Source: an optimization exercise on an open RTL-to-GDS flow (aim: small area and a short achievable clock period). Production flows keep margins and buffers that such runs may drop.
Where RTL was checked, it was by simulation tests only, not by an equivalence proof against the original.
The flow treats the clock pin as an ideal source. Dropping or thinning the clock tree relies on that and would not hold on a real chip.
Power is estimated from default activity; no workload was simulated.

==> flow/design.v <==
`timescale 1ns/10ps
module IOTDF( clk, rst, in_en, iot_in, fn_sel, busy, valid, iot_out);
input        clk;
input        rst;
input        in_en;
input  [7:0] iot_in;
input  [2:0] fn_sel;
output     busy;
output reg valid;
output reg [127:0] iot_out;
parameter GRAY2BIN = 3'b001;
parameter FIR      = 3'b010;
assign busy = 1'b0;
reg [9:0] counter;
reg       e2;
reg [7:0] r1, r2;
reg       par;
reg [11:0] part;
reg [127:0] fir_q;
wire       wrap = (counter[9:6] == 4'b1111);          
wire [3:0] lo   = counter[3:0];                       
wire       e1   = (lo == 4'd0) && (counter[9:4] != 6'd0);
always @(posedge clk or posedge rst) begin
    if (rst) begin
        counter <= 10'd0;
        e2      <= 1'b0;
        valid   <= 1'b0;
    end else if (in_en) begin
        counter <= wrap ? 10'd0 : counter + 10'd1;
        e2      <= e1;
        valid   <= ((fn_sel == GRAY2BIN) && e1) || ((fn_sel == FIR) && e2);
    end
end
function [7:0] g2b;
    input [7:0] g;
    input       p;
    integer i;
    begin
        g2b[7] = p ^ g[7];
        for (i = 6; i >= 0; i = i - 1)
            g2b[i] = g2b[i+1] ^ g[i];
    end
endfunction
wire [7:0]  pc       = (lo == 4'd1) ? 8'd0 : r2;
wire [11:0] part_nxt = (lo == 4'd0) ? 12'd8 :
                       ({1'b0, r1, 3'b000} + {4'b0, r1} + {3'b0, pc, 1'b0} + 12'd8);
wire [11:0] fsum     = {2'b0, r1, 2'b00} + {4'b0, r1} + part;
wire [7:0]  fir_nxt  = fsum[11:4];
always @(posedge clk) begin
    if (in_en) begin
        r1    <= iot_in;
        r2    <= r1;
        par   <= ((lo == 4'd1) ? 1'b0 : par) ^ (^r1);
        part  <= part_nxt;
        fir_q <= {fir_q[119:0], fir_nxt};
    end
end
wire [7:0] conv_r1 = g2b(r1, par);
wire [7:0] conv_r2 = g2b(r2, 1'b0);
genvar k;
generate
    for (k = 0; k < 16; k = k + 1) begin : lane
        wire       w  = (k == 0)  ? (lo == 4'd2) :
                        (k == 15) ? e1 :
                                    (lo == k + 1);
        wire [7:0] cv = (k == 0) ? conv_r2 : conv_r1;
        always @(posedge clk) begin
            if (in_en && (e2 || w))
                iot_out[127-8*k -: 8] <= e2 ? fir_q[127-8*k -: 8] : cv;
        end
    end
endgenerate
endmodule
export LEC_CHECK = 0
export CAP_MARGIN = 20
export CORE_MARGIN = 2
export CORE_UTILIZATION = 40
export CTS_BUF_LIST = sky130_fd_sc_hd__clkbuf_8 sky130_fd_sc_hd__clkbuf_16
export CTS_CLUSTER_DIAMETER = 100
export CTS_CLUSTER_SIZE = 30
export PLACE_DENSITY = 0.6
export SLEW_MARGIN = 20
create_clock -name core_clock -period 10.0 [get_ports {clk}]
standard.sh (not shown) runs the stock make flow with config.mk's settings and CLKGATE_MAP_FILE= SYNTH_SCRIPT=/design/flow/synth_recipe.tcl, a recipe that flattens the netlist after the stock synthesis.
==> flow/flow/run.sh <==
#!/bin/bash
set -euo pipefail
MARGIN=$(cat flow/margin.txt)
bash standard.sh SETUP_SLACK_MARGIN=$MARGIN \
  "BUFFER_PORTS_ARGS=-buffer_cell sky130_fd_sc_hd__buf_2" finish > standard.log 2>&1
==> flow/flow/margin.txt <==
7.0
Edit:
--- a/flow/design.v
+++ b/flow/design.v
@@ -14,4 +14,5 @@
 reg [9:0] counter;
 reg       e2;
+reg       f0, f1;
 reg [7:0] r1, r2;
 reg       par;
@@ -24,8 +25,12 @@
     if (rst) begin
         counter <= 10'd0;
+        f0      <= 1'b1;
+        f1      <= 1'b0;
         e2      <= 1'b0;
         valid   <= 1'b0;
     end else if (in_en) begin
         counter <= wrap ? 10'd0 : counter + 10'd1;
+        f0      <= wrap || (lo == 4'd15);
+        f1      <= !wrap && (lo == 4'd0);
         e2      <= e1;
         valid   <= ((fn_sel == GRAY2BIN) && e1) || ((fn_sel == FIR) && e2);
@@ -42,6 +47,6 @@
     end
 endfunction
-wire [7:0]  pc       = (lo == 4'd1) ? 8'd0 : r2;
-wire [11:0] part_nxt = (lo == 4'd0) ? 12'd8 :
+wire [7:0]  pc       = f1 ? 8'd0 : r2;
+wire [11:0] part_nxt = f0 ? 12'd8 :
                        ({1'b0, r1, 3'b000} + {4'b0, r1} + {3'b0, pc, 1'b0} + 12'd8);
 wire [11:0] fsum     = {2'b0, r1, 2'b00} + {4'b0, r1} + part;
@@ -51,5 +56,5 @@
         r1    <= iot_in;
         r2    <= r1;
-        par   <= ((lo == 4'd1) ? 1'b0 : par) ^ (^r1);
+        par   <= (f1 ? 1'b0 : par) ^ (^r1);
         part  <= part_nxt;
         fir_q <= {fir_q[119:0], fir_nxt};
@@ -65,8 +70,8 @@
                                     (lo == k + 1);
         wire [7:0] cv = (k == 0) ? conv_r2 : conv_r1;
-        always @(posedge clk) begin
-            if (in_en && (e2 || w))
-                iot_out[127-8*k -: 8] <= e2 ? fir_q[127-8*k -: 8] : cv;
-        end
+        wire       ld = in_en && (e2 || w);
+        wire [7:0] nv = e2 ? fir_q[127-8*k -: 8] : cv;
+        always @(posedge clk)
+            iot_out[127-8*k -: 8] <= (nv & {8{ld}}) | (iot_out[127-8*k -: 8] & {8{~ld}});
     end
 endgenerate
=> The changed run produced a clean layout; non-clock buffer count climbs by 1; hold slack got worse by 0.019 ns; power decreases by 6.7%; via count came out higher by 0.81%; first-iteration DRC count is lower by 29%; sequential share of layout area fell by 0.53 points; worst setup slack gets worse by 0.035 ns; final cell count climbs by 2.7%; synthesized area is higher by 1.0%; global-route usage is lower by 0.38 points; flip-flop and latch count went up by 2; routed wire length rises by 0.84%.
No functional check of the RTL was part of the second run of this note.

---

Another version of the RTL of IOTDF (not shown whole).
Size: ~290 flip-flops.
==> flow/design.v (excerpt) <==
module IOTDF( clk, rst, in_en, iot_in, fn_sel, busy, valid, iot_out);
==> module IOTDF, before the edit <==
module IOTDF( clk, rst, in_en, iot_in, fn_sel, busy, valid, iot_out);
input        clk;
input        rst;
input        in_en;
input  [7:0] iot_in;
input  [2:0] fn_sel;
output     busy;
output reg valid;
output reg [127:0] iot_out;
parameter GRAY2BIN = 3'b001;
parameter FIR      = 3'b010;
assign busy = 1'b0;
reg [9:0] counter;
reg       e2;
reg       f1, f2;
reg [7:0] r1, r2, r3;
reg       par;
reg [127:0] fir_n;
wire       wrap = (counter[9:6] == 4'b1111);          
wire [3:0] lo   = counter[3:0];                       
wire       e1   = (lo == 4'd0) && (counter[9:4] != 6'd0);
always @(posedge clk or posedge rst) begin
    if (rst) begin
        counter <= 10'd0;
        f1      <= 1'b0;
        f2      <= 1'b0;
        e2      <= 1'b0;
        valid   <= 1'b0;
    end else if (in_en) begin
        counter <= wrap ? 10'd0 : counter + 10'd1;
        f1      <= !wrap && (lo == 4'd0);
        f2      <= f1;
        e2      <= e1;
        valid   <= ((fn_sel == GRAY2BIN) && e1) || ((fn_sel == FIR) && e2);
    end
end
function [7:0] g2b;
    input [7:0] g;
    input       p;
    integer i;
    begin
        g2b[7] = p ^ g[7];
        for (i = 6; i >= 0; i = i - 1)
            g2b[i] = g2b[i+1] ^ g[i];
    end
endfunction
wire [7:0]  fb       = f1 ? 8'd0 : r2;
wire [7:0]  fc       = (f1 || f2) ? 8'd0 : r3;
wire [11:0] fsum     = {2'b0, r1, 2'b00} + {4'b0, r1} + {1'b0, fb, 3'b000} + {4'b0, fb}
                     + {3'b0, fc, 1'b0} + 12'd8;
wire [7:0]  fir_nxt  = fsum[11:4];
always @(posedge clk) begin
    if (in_en) begin
        r1    <= iot_in;
        r2    <= r1;
        r3    <= r2;
        par   <= (f1 ? 1'b0 : par) ^ (^r1);
        fir_n <= {fir_n[119:0], ~fir_nxt};
    end
end
wire [7:0] conv_r1 = g2b(r1, par);
wire [7:0] conv_r2 = g2b(r2, 1'b0);
genvar k;
generate
    for (k = 0; k < 16; k = k + 1) begin : lane
        wire       w  = (k == 0)  ? (lo == 4'd2) :
                        (k == 15) ? e1 :
                                    (lo == k + 1);
        wire [7:0] cv = (k == 0) ? conv_r2 : conv_r1;
        wire [7:0] fv = (k == 0) ? {1'b0, ~fir_n[126:120]} : ~fir_n[127-8*k -: 8];
        always @(posedge clk) begin
            if (in_en && (e2 || w))
                iot_out[127-8*k -: 8] <= e2 ? fv : cv;
        end
    end
endgenerate
endmodule
==> flow/config.mk <==
export PLATFORM = sky130hd
export DESIGN_NAME = IOTDF
export DESIGN_NICKNAME = IOTDF
export VERILOG_FILES = /design/flow/design.v
export SDC_FILE = /design/flow/constraint.sdc
export NUM_CORES = 4
export LEC_CHECK = 0
export CAP_MARGIN = 20
export CORE_MARGIN = 2
export CORE_UTILIZATION = 65
export CTS_BUF_LIST = sky130_fd_sc_hd__clkbuf_8 sky130_fd_sc_hd__clkbuf_16
export CTS_CLUSTER_DIAMETER = 100
export CTS_CLUSTER_SIZE = 30
export PLACE_DENSITY = 0.75
export SLEW_MARGIN = 20
==> flow/constraint.sdc <==
create_clock -name core_clock -period 10.0 [get_ports {clk}]
set_input_delay 2.0000 -clock core_clock [delete_from_list [all_inputs] [get_ports {clk}]]
set_output_delay 2.0000 -clock core_clock [all_outputs]
set_load 0.01 [all_outputs]
==> flow/flow/run.sh <==
#!/bin/bash
set -euo pipefail
MARGIN=$(cat flow/margin.txt)
CTS="-sink_clustering_enable -repair_clock_nets -sink_clustering_size 30"
CTS="$CTS -sink_clustering_max_diameter 100 -dont_use_dummy_load"
CTS="$CTS -buf_list {sky130_fd_sc_hd__clkbuf_8 sky130_fd_sc_hd__clkbuf_16}"
bash standard.sh SETUP_SLACK_MARGIN=$MARGIN \
  "BUFFER_PORTS_ARGS=-buffer_cell sky130_fd_sc_hd__buf_1" \
  "CTS_ARGS=$CTS" \
  POST_CTS_TCL=$PWD/flow/post_cts.tcl finish > standard.log 2>&1
==> flow/flow/post_cts.tcl <==
set block [ord::get_db_block]
set root [$block findInst clkbuf_0_clk]
if {$root ne "NULL"} {
  set in_net  [[$root findITerm A] getNet]
  set out_net [[$root findITerm X] getNet]
  set loads {}
  foreach it [$out_net getITerms] {
    if {[$it getInst] ne $root} { lappend loads $it }
  }
  set nload [expr {[llength $loads] + [llength [$in_net getITerms]] - 1}]
  if {$nload <= 4} {
    foreach it $loads {
      $it disconnect
      $it connect $in_net
    }
    odb::dbInst_destroy $root
    odb::dbNet_destroy $out_net
    puts "post_cts: removed clkbuf_0_clk, clock port now drives $nload cell pins"
  } else {
    puts "post_cts: kept clkbuf_0_clk, port would drive $nload cell pins"
  }
}
Scripts as last shown in full above: flow/flow/margin.txt
The starting point ran to the end with no violations.
Edit:
--- a/flow/design.v
+++ b/flow/design.v
@@ -10,30 +10,31 @@
 output reg [127:0] iot_out;
 parameter GRAY2BIN = 3'b001;
 parameter FIR      = 3'b010;
 assign busy = 1'b0;
 reg [9:0] counter;
 reg       e2;
-reg       f1, f2;
-reg [7:0] r1, r2, r3;
+reg       f0, f1;
+reg [7:0] r1, r2;
 reg       par;
+reg [11:0] part;
 reg [127:0] fir_n;
 wire       wrap = (counter[9:6] == 4'b1111);          
 wire [3:0] lo   = counter[3:0];                       
 wire       e1   = (lo == 4'd0) && (counter[9:4] != 6'd0);
 always @(posedge clk or posedge rst) begin
     if (rst) begin
         counter <= 10'd0;
+        f0      <= 1'b1;
         f1      <= 1'b0;
-        f2      <= 1'b0;
         e2      <= 1'b0;
         valid   <= 1'b0;
     end else if (in_en) begin
         counter <= wrap ? 10'd0 : counter + 10'd1;
+        f0      <= wrap || (lo == 4'd15);
         f1      <= !wrap && (lo == 4'd0);
-        f2      <= f1;
         e2      <= e1;
         valid   <= ((fn_sel == GRAY2BIN) && e1) || ((fn_sel == FIR) && e2);
     end
 end
 function [7:0] g2b;
     input [7:0] g;
@@ -42,23 +43,22 @@
     begin
         g2b[7] = p ^ g[7];
         for (i = 6; i >= 0; i = i - 1)
             g2b[i] = g2b[i+1] ^ g[i];
     end
 endfunction
-wire [7:0]  fb       = f1 ? 8'd0 : r2;
-wire [7:0]  fc       = (f1 || f2) ? 8'd0 : r3;
-wire [11:0] fsum     = {2'b0, r1, 2'b00} + {4'b0, r1} + {1'b0, fb, 3'b000} + {4'b0, fb}
-                     + {3'b0, fc, 1'b0} + 12'd8;
+wire [11:0] part_nxt = f0 ? 12'd8 :
+                       ({1'b0, r1, 3'b000} + {4'b0, r1} + {3'b0, r2, 1'b0} + 12'd8);
+wire [11:0] fsum     = {2'b0, r1, 2'b00} + {4'b0, r1} + part;
 wire [7:0]  fir_nxt  = fsum[11:4];
 always @(posedge clk) begin
     if (in_en) begin
         r1    <= iot_in;
-        r2    <= r1;
-        r3    <= r2;
+        r2    <= f0 ? 8'd0 : r1;
         par   <= (f1 ? 1'b0 : par) ^ (^r1);
+        part  <= part_nxt;
         fir_n <= {fir_n[119:0], ~fir_nxt};
     end
 end
 wire [7:0] conv_r1 = g2b(r1, par);
 wire [7:0] conv_r2 = g2b(r2, 1'b0);
 genvar k;
Routed wire length fell slightly.
Clock skew barely changes.
Utilization went down by 1.4 points.
Via count goes up slightly.
Synthesized area stays flat.
Count of clock-buffer cells in the layout is unchanged.
Worst setup slack gains 0.77 ns.
Synthesized cell count came out higher by a few percent.
Maximum frequency climbs by a quarter to a third.
Design area went down slightly.
Function not checked in the first run of this note: the RTL went through the layout flow alone.

-- separate check: timing with driven ports --
The flow's constraints put no driver on any port. The routed layouts listed below were extracted and timed again, unchanged, in two steps. Step 1 (the two cells are an assumption about what drives the block):
set clk [get_ports {clk}]
set_driving_cell -lib_cell sky130_fd_sc_hd__clkbuf_16 $clk
set_driving_cell -lib_cell sky130_fd_sc_hd__buf_2 [delete_from_list [all_inputs] $clk]
Step 2 adds t to the input delays and takes it off the output delays; t is the mean of the earliest and latest rising clock arrival at the registers after step 1. Input paths then give back, and output paths get back, about the clock's delay inside the block. Slacks: ideal ports / drivers / drivers and shift; pairs: ideal ports / drivers.
run	t (ns)	setup WS [ns]	worst setup path at the end
the first run of note 1	0.528	6.881 / 6.833 / 6.575	input to register
the second run of note 1	0.540	6.846 / 6.798 / 6.598	input to register
the first run of note 2	0.401	6.244 / 6.244 / 6.244	register to register
the second run of note 2	0.401	7.016 / 7.009 / 6.676	input to register
After both steps every run listed still meets setup and hold. For the second run of note 2, which loses most, drivers alone change the setup slack by -0.007 ns; drivers and shift together by -0.340 ns.
